Background: an optimization exercise with open tools, aiming at small area and a short achievable clock period. Do not read the settings as production practice.
At most, simulation tests tie the RTL to the original design; equivalence was not proved.
Power figures rest on the tool's default switching activity, not on a simulated workload.

== run C ==
==> flow/design.v <==
`timescale 1ns / 1ps
module DataPath16BitCpu_Clean(Clk,Reset,Restart,Ins,Mem_Out,PC,A,ALU_Out,B,MemWrite);
    input Clk;                           
    input Reset;                         
    input Restart;                       
    input [15:0] Ins;                    
    input [15:0] Mem_Out;                
    output [15:0] PC;                    
    output [15:0] A;                     
    output [15:0] ALU_Out;               
    output [15:0] B;                     
    output MemWrite;                     
    wire [3:0] op = Ins[15:12];
    wire [3:0] rs = Ins[11:8];
    wire [3:0] rt = Ins[7:4];
    wire [3:0] rd = Ins[3:0];
    wire [15:0] off = {{12{Ins[3]}}, Ins[3:0]};
    wire is_lw  = (op == 4'd8);
    wire is_sw  = (op == 4'd10);
    wire is_bne = (op == 4'd14);
    wire is_jmp = (op == 4'd15);
    wire is_r   = (op == 4'd0) | (op == 4'd1) | (op == 4'd2) | (op == 4'd6) | (op == 4'd7);
    wire we     = is_r | is_lw;
    wire [3:0] wa = op[3] ? rt : rd;     
    wire sub     = op[2];                
    assign MemWrite = is_sw;
    wire [15:0] C;                       
    wire [255:0] Rf;
    reg  [15:0] V;                       
    genvar i;
    generate
        for (i = 0; i < 16; i = i + 1) begin : rf
            reg [15:0] q;
            always @(posedge Clk)
                if (we && wa == i) q <= C;
            assign Rf[i*16 +: 16] = q;
        end
    endgenerate
    always @(posedge Clk or negedge Reset)
        if (~Reset) V <= 16'd0;
        else if (we) V <= V | (16'd1 << wa);
    wire [15:0] sA, sB;
    generate
        for (i = 0; i < 16; i = i + 1) begin : dec
            assign sA[i] = (rs == i) & V[i];
            assign sB[i] = (rt == i) & V[i];
        end
    endgenerate
    RdMux16 rdA (.s(sA), .d(Rf), .y(A));
    RdMux16 rdB (.s(sB), .d(Rf), .y(B));
    wire [4:0] lo = {1'b0, A[3:0]} + {1'b0, Ins[3:0]};
    wire c4 = lo[4];
    wire incr = c4 & ~Ins[3];
    wire decr = ~c4 & Ins[3];
    wire [15:4] ones, zeros;             
    assign ones[4] = 1'b1;
    assign zeros[4] = 1'b1;
    generate
        for (i = 5; i < 16; i = i + 1) begin : pfx
            assign ones[i]  = &A[i-1:4];
            assign zeros[i] = ~|A[i-1:4];
        end
    endgenerate
    assign ALU_Out = {A[15:4] ^ (({12{incr}} & ones) | ({12{decr}} & zeros)), lo[3:0]};
    wire [15:0] y = B ^ {16{sub}};
    wire [15:0] sum = A + y + {15'd0, sub};
    wire ne = ~&(A ^ y);                 
    reg [15:0] res;
    always @(*)
        case (op[2:0])
            3'd0: res = A & B;
            3'd1: res = A | B;
            3'd7: res = {16{sum[15]}};
            default: res = sum;          
        endcase
    assign C = op[3] ? Mem_Out : res;
    reg [15:0] PCr;
    wire [15:0] pc1 = PCr + 16'd1;
    wire [15:0] pcb = pc1 + off;
    wire [15:0] PC_Next = is_jmp ? Ins : (is_bne & ne) ? pcb : pc1;
    always @(posedge Clk or negedge Restart)
        if (~Restart) PCr <= 16'd0;
        else PCr <= PC_Next;
    assign PC = PCr;
endmodule
module RdMux16(s, d, y);
    input [15:0] s;
    input [255:0] d;
    output [15:0] y;
    genvar b, k;
    generate
        for (b = 0; b < 16; b = b + 1) begin : bit_
            wire [7:0] p;
            for (k = 0; k < 8; k = k + 1) begin : pair
                assign p[k] = (s[2*k] & d[(2*k)*16 + b]) | (s[2*k+1] & d[(2*k+1)*16 + b]);
            end
            assign y[b] = (p[0] | p[1] | p[2] | p[3]) | (p[4] | p[5] | p[6] | p[7]);
        end
    endgenerate
endmodule
Settings: LEC_CHECK=0, ABC_AREA=1, CAP_MARGIN=20, CORE_MARGIN=2, CORE_UTILIZATION=40, PLACE_DENSITY=0.6, SETUP_SLACK_MARGIN=5, SLEW_MARGIN=20; clock period 14.0 ns.
run.sh (not shown) runs the stock make flow with config.mk's settings and CLKGATE_MAP_FILE= SYNTH_SCRIPT=/design/flow/synth_recipe.tcl, a recipe that flattens the netlist after the stock synthesis.
Edits applied to the flow inputs when going from run C to run B:
--- a/flow/design.v
+++ b/flow/design.v
@@ -63,7 +63,5 @@
     endgenerate
     assign ALU_Out = {A[15:4] ^ (({12{incr}} & ones) | ({12{decr}} & zeros)), lo[3:0]};
-    wire [15:0] y = B ^ {16{sub}};
-    wire [15:0] sum = A + y + {15'd0, sub};
-    wire ne = ~&(A ^ y);                 
+    wire [15:0] sum = A + (B ^ {16{sub}}) + {15'd0, sub};
     reg [15:0] res;
     always @(*)
@@ -76,7 +74,7 @@
     assign C = op[3] ? Mem_Out : res;
     reg [15:0] PCr;
-    wire [15:0] pc1 = PCr + 16'd1;
-    wire [15:0] pcb = pc1 + off;
-    wire [15:0] PC_Next = is_jmp ? Ins : (is_bne & ne) ? pcb : pc1;
+    wire ne = |sum;                      
+    wire [15:0] inc = (is_bne & ne) ? off + 16'd1 : 16'd1;
+    wire [15:0] PC_Next = is_jmp ? Ins : PCr + inc;
     always @(posedge Clk or negedge Restart)
         if (~Restart) PCr <= 16'd0;
Results
Run C reports its startpoint of the most critical setup path as Ins[4] while run B reports Ins[9]. Delta (run B minus run C): wire length went down 440 um, clock share of power increased by 0.4 points relative to the old numbers, worst relative slew slack decreased 4.9 points, via count went down, detailed router's first-iteration violation count fell by 9.2%. Compare run B and run C | proportion of cell area spent on the clock network higher: run C.
For run B, only the layout was checked, not whether the RTL still works.

========
// DataPath16BitCpu_Clean: RTL as listed in full above, without the edits since
==> flow/config.mk <==
export PLATFORM = sky130hd
export DESIGN_NAME = DataPath16BitCpu_Clean
export DESIGN_NICKNAME = DataPath16BitCpu_Clean
export VERILOG_FILES = /design/flow/design.v
export SDC_FILE = /design/flow/constraint.sdc
export NUM_CORES = 4
export LEC_CHECK = 0
export CAP_MARGIN = 20
export CORE_MARGIN = 2
export CORE_UTILIZATION = 40
export PLACE_DENSITY = 0.6
export SETUP_SLACK_MARGIN = 5
export SLEW_MARGIN = 20
==> flow/constraint.sdc <==
create_clock -name core_clock -period 14.0 [get_ports {Clk}]
set_input_delay 2.8000 -clock core_clock [delete_from_list [all_inputs] [get_ports {Clk}]]
set_output_delay 2.8000 -clock core_clock [all_outputs]
set_load 0.01 [all_outputs]
Rerun with:
--- a/flow/design.v
+++ b/flow/design.v
@@ -59,28 +59,26 @@
         for (i = 5; i < 16; i = i + 1) begin : pfx
             assign ones[i]  = &A[i-1:4];
             assign zeros[i] = ~|A[i-1:4];
         end
     endgenerate
     assign ALU_Out = {A[15:4] ^ (({12{incr}} & ones) | ({12{decr}} & zeros)), lo[3:0]};
-    wire [15:0] y = B ^ {16{sub}};
-    wire [15:0] sum = A + y + {15'd0, sub};
-    wire ne = ~&(A ^ y);                 
+    wire [15:0] sum = A + (B ^ {16{sub}}) + {15'd0, sub};
     reg [15:0] res;
     always @(*)
         case (op[2:0])
             3'd0: res = A & B;
             3'd1: res = A | B;
             3'd7: res = {16{sum[15]}};
             default: res = sum;          
         endcase
     assign C = op[3] ? Mem_Out : res;
     reg [15:0] PCr;
-    wire [15:0] pc1 = PCr + 16'd1;
-    wire [15:0] pcb = pc1 + off;
-    wire [15:0] PC_Next = is_jmp ? Ins : (is_bne & ne) ? pcb : pc1;
+    wire ne = |sum;                      
+    wire [15:0] inc = (is_bne & ne) ? off + 16'd1 : 16'd1;
+    wire [15:0] PC_Next = is_jmp ? Ins : PCr + inc;
     always @(posedge Clk or negedge Restart)
         if (~Restart) PCr <= 16'd0;
         else PCr <= PC_Next;
     assign PC = PCr;
 endmodule
 module RdMux16(s, d, y);
Result: The new run passed the timing, design-rule and antenna checks; worst hold slack gains 0.13 ns; clock skew came out lower by 0.016 ns; setup slack loses 0.46 ns; final cell count came out lower by 2.2%; register-to-register slack loses 0.95 ns.
No functional check of the RTL was part of the second run of this note.

========
## xenon
DataPath16BitCpu_Clean, a different RTL version from the one above (not shown whole).
Size: roughly 290 flip-flops.
==> module RdPort, before the edit <==
module RdPort(a, V, Rf, y);
    input [3:0] a;
    input [15:0] V;
    input [255:0] Rf;
    output [15:0] y;
    wire [15:0] s;
    genvar b, k;
    generate
        for (k = 0; k < 16; k = k + 1) begin : dec
            assign s[k] = (a == k) & V[k];
        end
        for (b = 0; b < 16; b = b + 1) begin : bit_
            wire [5:0] p;
            for (k = 0; k < 5; k = k + 1) begin : grp
                assign p[k] = (s[3*k] & Rf[(3*k)*16 + b]) | (s[3*k+1] & Rf[(3*k+1)*16 + b])
                            | (s[3*k+2] & Rf[(3*k+2)*16 + b]);
            end
            assign p[5] = s[15] & Rf[15*16 + b];
            assign y[b] = (p[0] | p[1] | p[2]) | (p[3] | p[4] | p[5]);
        end
    endgenerate
endmodule
clock: 14.0 ns
lec_check: 0
cap_margin: 20
core_margin: 2
core_utilization: 40
place_density: 0.6
slew_margin: 20
standard.sh (not shown) runs the stock make flow with config.mk's settings and CLKGATE_MAP_FILE= SYNTH_SCRIPT=/design/flow/synth_recipe.tcl, a recipe that flattens the netlist after the stock synthesis.
==> flow/flow/run.sh <==
#!/bin/bash
# Layout flow: the standard flow (standard.sh) with these changes:
#  - synthesis is the standard flow's synthesis script (flow/synth.tcl) with other ABC
#    mapping scripts: modules on the input-to-output paths (RdPort AddrGen Add16) are mapped
#    for delay (flow/fast.abc), the rest for area (flow/area.abc); the
#    half/full-adder extraction is off. Registers are unchanged.
#  - port buffers are plain buf_4 cells;
#  - setup repair aims for a slack margin of 5 ns.
# Each step's full output goes to its own log file here.
set -euo pipefail
F=$(pwd)/flow
MY_ABC_SCRIPT=$F/area.abc MY_ABC_FAST_SCRIPT=$F/fast.abc MY_ABC_FAST_MODULES="RdPort AddrGen Add16" \
  bash standard.sh SYNTH_SCRIPT=$F/synth.tcl ADDER_MAP_FILE= SYNTH_HIERARCHICAL=1 SYNTH_MINIMUM_KEEP_SIZE=0 synth > synth.log 2>&1
bash standard.sh "BUFFER_PORTS_ARGS=-buffer_cell sky130_fd_sc_hd__buf_4" SETUP_SLACK_MARGIN=5  "CTS_ARGS=-sink_clustering_enable -repair_clock_nets -dont_use_dummy_load -buf_list {sky130_fd_sc_hd__clkbuf_4 sky130_fd_sc_hd__clkbuf_8} -sink_clustering_size 20 -sink_clustering_max_diameter 50" "BUFFER_PORTS_ARGS=-buffer_cell sky130_fd_sc_hd__buf_2" finish > layout.log 2>&1
==> flow/flow/area.abc <==
strash; dc2; &get -n; &dch -f; &nf -R 1000; &put
==> flow/flow/fast.abc <==
&get -n; &st; &dch; &nf; &put
==> flow/flow/synth.tcl <==
# The standard flow's synthesis script (synth_recipe.tcl) with one change: the ABC mapping
# script. MY_ABC_SCRIPT replaces ORFS's script; with SYNTH_HIERARCHICAL 1, the
# modules named in MY_ABC_FAST_MODULES are mapped with MY_ABC_FAST_SCRIPT
# instead. Registers are not touched by ABC.
proc synth {args} { yosys synth -nofsm -noshare {*}$args }
proc abc {args} {
  set i [lsearch -exact $args -script]
  if { $i < 0 || ![info exists ::env(MY_ABC_SCRIPT)] } {
    yosys abc {*}$args
    return
  }
  set fast {}
  if { [info exists ::env(MY_ABC_FAST_MODULES)] } { set fast $::env(MY_ABC_FAST_MODULES) }
  if { [llength $fast] > 0 } {
    set fargs $args
    lset fargs [expr {$i + 1}] $::env(MY_ABC_FAST_SCRIPT)
    yosys abc {*}$fargs {*}$fast
    # the rest: ABC leaves the cells mapped above alone
    lset args [expr {$i + 1}] $::env(MY_ABC_SCRIPT)
    yosys abc {*}$args
  } else {
    lset args [expr {$i + 1}] $::env(MY_ABC_SCRIPT)
    yosys abc {*}$args
  }
}
source $::env(SCRIPTS_DIR)/synth.tcl
# left out here: clear keep_hierarchy, flatten, clean up, hide names made inside functions, write 1_2_yosys.v
xenon: flow completed, timing, DRC and antenna clean
diff inputs: xenon => onyx
-- flow/design.v --
<<< xenon, line 72
        end
        for (b = 0; b < 16; b = b + 1) begin : bit_
            wire [5:0] p;
            for (k = 0; k < 5; k = k + 1) begin : grp
                assign p[k] = (s[3*k] & Rf[(3*k)*16 + b]) | (s[3*k+1] & Rf[(3*k+1)*16 + b])
                            | (s[3*k+2] & Rf[(3*k+2)*16 + b]);
            end
            assign p[5] = s[15] & Rf[15*16 + b];
            assign y[b] = (p[0] | p[1] | p[2]) | (p[3] | p[4] | p[5]);
        end
    endgenerate
>>> onyx, line 72
        end
        for (b = 0; b < 16; b = b + 1) begin : bit_
            wire [7:0] p;
            for (k = 0; k < 8; k = k + 1) begin : pair
                assign p[k] = (s[2*k] & Rf[(2*k)*16 + b]) | (s[2*k+1] & Rf[(2*k+1)*16 + b]);
            end
            assign y[b] = (p[0] | p[1] | p[2] | p[3]) | (p[4] | p[5] | p[6] | p[7]);
        end
    endgenerate
[summary]
Changes observed in onyx relative to xenon: share of synthesized cell area in full adder, half adder and majority cells closely matched the old numbers, chip height increased by 0.84% relative to the old numbers, routed wire length decreased by about 7% relative to the old numbers.
Of xenon and onyx, the lower total cell area at the placement stage belongs to xenon.
Summary of onyx over xenon: worst-case headroom to the max-slew limit increased by 12 points relative to the old numbers, met1 routed wirelength after detailed routing decreased by about 4.3% relative to the old numbers.
No functional check of the RTL was part of onyx.

-- static timing again, ports no longer ideal --
Ports are ideal in the flow. The routed layouts listed here were re-timed in OpenROAD. Step 1 assumes that a clkbuf_16 drives the clock port and a buf_2 every other input. Step 2 adds t to the input delays and takes it off the output delays; t is the mean of the earliest and latest rising clock arrival at the registers after step 1. Input paths then give back, and output paths get back, about the clock's delay inside the block. Three values: ideal ports, drivers, drivers and shift; two values: the first two.
| run | t (ns) | setup WS [ns] | worst setup path after step 2 | worst slew at a driven data input, ns |
|---|---|---|---|---|
| run C | 0.633 | 5.042 / 5.014 / 5.014 | input to output | 0.05 |
| run B | 0.633 | 4.990 / 4.920 / 4.749 | input to register | 0.07 |
| the first run of note 2 | 0.635 | 4.913 / 4.703 / 4.581 | input to register | 0.27 |
| the second run of note 2 | 0.635 | 4.456 / 4.250 / 3.885 | input to register | 0.23 |
| xenon | 0.580 | 5.177 / 5.154 / 4.766 | input to register | 0.06 |
| onyx | 0.623 | 5.185 / 5.164 / 4.779 | input to register | 0.03 |
After both steps every run listed still meets setup and hold. The setup slack of the second run of note 2, which loses most, moves by -0.206 ns with the drivers and by -0.571 ns with both steps.
